This is an optimization exercise on Yosys and OpenROAD, whose aim is small area, not a production implementation.
Only simulation tests tie the RTL to the original design; equivalence was not proved.
No driver is modelled on the clock port, so clock power and skew are understated where the tree is cut down; a real chip needs a root buffer or a tree.
Power figures rest on the tool's default switching activity, not on a simulated workload.

==> inputs of trial 89 <==
Design top_nec_uart, start of the top module:
module top_nec_uart #(
    parameter logic [27:0] MAX_TIMER_CNT = 27'd25_000_000 - 27'b1
) (
    input logic sys_clk,
    input logic sys_rst_n,
    input  logic remote_in,
    output logic uart_out
);
clock: 20.0 ns
lec_check: 0
cap_margin: 20
core_margin: 2
core_utilization: 40
cts_buf_list: sky130_fd_sc_hd__clkbuf_4
cts_cluster_diameter: 100
cts_cluster_size: 30
slew_margin: 20
run.sh (not shown) runs the stock make flow with config.mk's settings and CLKGATE_MAP_FILE= SYNTH_SCRIPT=/design/flow/synth_recipe.tcl, a recipe that flattens the netlist after the stock synthesis.
==> inputs of build 23, as changes to trial 89 <==
--- a/flow/config.mk
+++ b/flow/config.mk
@@ -8,7 +8,4 @@
 export CAP_MARGIN = 20
 export CORE_MARGIN = 2
 export CORE_UTILIZATION = 40
-export CTS_BUF_LIST = sky130_fd_sc_hd__clkbuf_4
-export CTS_CLUSTER_DIAMETER = 100
-export CTS_CLUSTER_SIZE = 30
 export SLEW_MARGIN = 20
==> qor summary <==
| metric | build 23 | trial 89 |
|---|---|---|
| Slack of the critical path | 9990 ps | 9900 ps |
| Share of power burned in registers | 57.7% | 63.8% |
| Net Sw Power | 53.9 uW | 50.9 uW |
| Met2 wire len | 4190 um | 4170 um |
| Power Density | 48.9 mW/mm2 | 44.7 mW/mm2 |
| Layout overhead on the synthesized area | 6.37% | 5.12% |
| Routed wire length | 9160 um | 9060 um |
| Clock skew after layout | 10.0 ps | 20.8 ps |
| Worst Path Arrival | 6010 ps | 6100 ps |
| Internal power | 180 uW | 160 uW |
| Transition time at the pin with the least slew margin | 936 ps | 927 ps |
| Outcome | no timing/DRC/antenna violations | no timing/DRC/antenna violations |
| All-Layer GR Usage | 16.3% | 16.3% |
| Multi-input combinational area share | 54.3% | 55.0% |
| Clk pwr | 97.3 uW | 74.9 uW |
| VDD IR max | 0.0264 mV | 0.0274 mV |
| End-of-flow core utilization | 43.9% | 43.4% |
| Final non-filler cell area | 0.00478 mm2 | 0.00473 mm2 |
| Minimum clock period | 10010 ps | 10100 ps |
| Met3 wire len | 281 um | 275 um |
| Part of the power in the clock network | 41.6% | 35.4% |
| Number of fill cells | 1054 | 1059 |
| Fraction of the cycle the final worst path needs | 50.1% | 50.5% |

========
==> inputs of job 2789 <==
Another version of the RTL of top_nec_uart (not shown whole).
export LEC_CHECK = 0
export CAP_MARGIN = 20
export CORE_MARGIN = 2
export CORE_UTILIZATION = 40
export SLEW_MARGIN = 20
create_clock -name core_clock -period 20.0 [get_ports {sys_clk}]
standard.sh (not shown) runs the stock make flow with config.mk's settings and CLKGATE_MAP_FILE= SYNTH_SCRIPT=/design/flow/synth_recipe.tcl, a recipe that flattens the netlist after the stock synthesis.
==> flow/flow/run.sh <==
#!/bin/bash
# Layout flow: the standard flow, with area-oriented ABC mapping and no
# adder extraction in synthesis, and a clock tree without dummy loads.
set -euo pipefail
W=$(pwd)
sed "s|@FLOW_SYNTH@|$W/synth_recipe.tcl|" flow/my_synth.tcl.in > my_synth.tcl
bash standard.sh SYNTH_SCRIPT=$W/my_synth.tcl ADDER_MAP_FILE= \
  "CTS_ARGS=-sink_clustering_enable -repair_clock_nets -sink_clustering_size 100 -sink_clustering_max_diameter 500 -dont_use_dummy_load" \
  finish > flow_make.log 2>&1
==> flow/flow/my_synth.tcl.in <==
# Standard synthesis (synth_recipe.tcl) with ABC run for area: ABC's default
# liberty-mapping script with no delay target, in place of ORFS's speed script.
proc abc {args} {
  set out {}
  set skip 0
  foreach a $args {
    if {$skip} { set skip 0; continue }
    if {$a eq "-script" || $a eq "-D" || $a eq "-constr"} { set skip 1; continue }
    lappend out $a
  }
  yosys abc {*}$out
}
source @FLOW_SYNTH@
==> job 8521 (differences from job 2789) <==
==> flow/flow/run.sh (replaced) <==
#!/bin/bash
# Layout flow: the standard flow (standard.sh) with
#  * synthesis: ABC maps for area with no delay target and adders are not
#    extracted (flow/my_synth.tcl.in);
#  * clock tree: flow/clock_tree.tcl replaces TritonCTS's H-tree with 2
#    clkbuf_16, each driving the registers near it;
#  * port buffers: buf_1.
# All tool output goes to the ORFS logs under orfs/logs and to flow_make.log.
set -euo pipefail
W=$(pwd)
sed -e "s|@FLOW_SYNTH@|$W/synth_recipe.tcl|" -e "s|@FLOW@|$W/flow|" flow/my_synth.tcl.in > my_synth.tcl
bash standard.sh SYNTH_SCRIPT=$W/my_synth.tcl ADDER_MAP_FILE= \
  PRE_CTS_TCL=$W/flow/clock_tree.tcl \
  "BUFFER_PORTS_ARGS=-buffer_cell sky130_fd_sc_hd__buf_1" \
  finish > flow_make.log 2>&1
==> flow/flow/clock_tree.tcl (new file) <==
# PRE_CTS_TCL hook: replaces TritonCTS with a one-level clock tree. The
# registers are split into 2 groups by position (k-means); each
# group gets one buffer, placed at its centre and driven by the clock port.
proc clock_tree_synthesis {args} {
  set nbuf 2
  set cell sky130_fd_sc_hd__clkbuf_16
  set block [ord::get_db_block]
  set clk_port_net [$block findNet sys_clk]
  set master [[ord::get_db] findMaster $cell]
  set sinks {}
  foreach it [$clk_port_net getITerms] {
    set bb [[$it getInst] getBBox]
    lappend sinks [list $it [expr {([$bb xMin] + [$bb xMax]) / 2.0}] [expr {([$bb yMin] + [$bb yMax]) / 2.0}]]
  }
  set n [llength $sinks]
  # k-means, seeded with sinks spread along the list sorted by x+y
  set sorted [lsort -real -index 1 $sinks]
  set cent {}
  for {set k 0} {$k < $nbuf} {incr k} {
    set s [lindex $sorted [expr {int(($k + 0.5) * $n / $nbuf)}]]
    lappend cent [list [lindex $s 1] [lindex $s 2]]
  }
  for {set iter 0} {$iter < 50} {incr iter} {
    set assign {}
    foreach s $sinks {
      set best 0; set bd 1e30
      for {set k 0} {$k < $nbuf} {incr k} {
        set c [lindex $cent $k]
        set d [expr {abs([lindex $s 1] - [lindex $c 0]) + abs([lindex $s 2] - [lindex $c 1])}]
        if {$d < $bd} { set bd $d; set best $k }
      }
      lappend assign $best
    }
    set newc {}
    for {set k 0} {$k < $nbuf} {incr k} {
      set sx 0.0; set sy 0.0; set m 0
      foreach s $sinks a $assign {
        if {$a == $k} { set sx [expr {$sx + [lindex $s 1]}]; set sy [expr {$sy + [lindex $s 2]}]; incr m }
      }
      if {$m > 0} { lappend newc [list [expr {$sx / $m}] [expr {$sy / $m}]] } else { lappend newc [lindex $cent $k] }
    }
    set cent $newc
  }
  for {set k 0} {$k < $nbuf} {incr k} {
    set buf [odb::dbInst_create $block $master clkbuf_$k\_sys_clk]
    set net [odb::dbNet_create $block clknet_$k\_sys_clk]
    $net setSigType CLOCK
    set m 0
    foreach s $sinks a $assign {
      if {$a == $k} { set it [lindex $s 0]; $it disconnect; $it connect $net; incr m }
    }
    [$buf findITerm A] connect $clk_port_net
    [$buf findITerm X] connect $net
    set c [lindex $cent $k]
    $buf setLocation [expr {int([lindex $c 0])}] [expr {int([lindex $c 1])}]
    $buf setPlacementStatus PLACED
    puts "clock buffer $k ($cell): $m sinks"
  }
  set_propagated_clock [all_clocks]
}
==> reports/metrics.csv <==
stage,metric,value,unit
run_status,status,finished clean,
final_layout,Fillers,739,
sta,Tcrit/Tclk final,0.4368,
final_layout,final std cells w/o fill,446,
cts,Clock Tree Root,clkbuf_8,
global_route,M1 GR Usage,0.2164,
power_and_ir_drop,Switching Fraction,0.1928,
worst_setup_path,Worst Path Max Fanout,7,
detailed_routing,DR vias/cell,5.724,
place,pre-CTS setup slack,11630,ps
final_layout,share of layout cells above drive strength 1,0.04323,
power_and_ir_drop,Comb. pwr,0.00148,mW
detailed_routing,final WL,6.380,mm
final_layout,clk cell area share,0.02118,
global_route,pin count of the biggest net entering global routing,27,
sta,min Tclk post-route,8736,ps
worst_setup_path,critical path cell sequence,"and3b_1, nor4_1, nor3_1, o32ai_1, a21oi_1, o32a_1, o21ai_0, xnor2_1, or3_1, o31a_1, or3_1, nand4_1, nand4_1, o21ai_0, clkdlybuf4s50_1",
global_route,vias in the first global route,2481,
(the above is from job 2789)
==> reports/metrics.csv <==
stage,metric,value,unit
power_and_ir_drop,Comb. pwr,0.00125,mW
detailed_routing,final WL,6.137,mm
final_layout,final std cells w/o fill,443,
sta,min Tclk post-route,8243,ps
place,pre-CTS setup slack,12020,ps
sta,Tcrit/Tclk final,0.4121,
global_route,M1 GR Usage,0.2254,
power_and_ir_drop,Switching Fraction,0.1760,
global_route,vias in the first global route,2351,
run_status,status,finished clean,
global_route,pin count of the biggest net entering global routing,28,
(the above is from job 8521)
In job 8521 the design's own scripts or RTL, not TritonCTS, make the clock network.

## port drivers added, routing unchanged
The flow's constraints put no driver on any port. The routed layouts listed below were extracted and timed again, unchanged, in two steps.
Step 1 (the two cells are an assumption about what drives the block):
set clk [get_ports {sys_clk}]
set_driving_cell -lib_cell sky130_fd_sc_hd__clkbuf_16 $clk
set_driving_cell -lib_cell sky130_fd_sc_hd__buf_2 [delete_from_list [all_inputs] $clk]
Step 2 also shifts input and output timing later by t, the mid clock arrival at the registers, as if the neighbouring blocks saw the same clock.
Three values: ideal, step 1, step 2; two values: the first two.
| run | t, ns | setup slack, ns | latest minus earliest clock arrival (ns) | worst register clock-pin slew, ns |
|---|---|---|---|---|
| trial 89 | 0.438 | 9.901 / 9.871 / 10.308 | 0.022 / 0.021 | 0.13 / 0.13 |
| build 23 | 0.378 | 9.987 / 9.953 / 10.331 | 0.011 / 0.010 | 0.08 / 0.08 |
| job 2789 | 0.314 | 11.264 / 11.235 / 11.549 | 0.024 / 0.024 | 0.10 / 0.10 |
| job 8521 | 0.204 | 11.757 / 11.711 / 11.915 | 0.025 / 0.026 | 0.11 / 0.11 |
After both steps setup and hold are still met in every run listed.
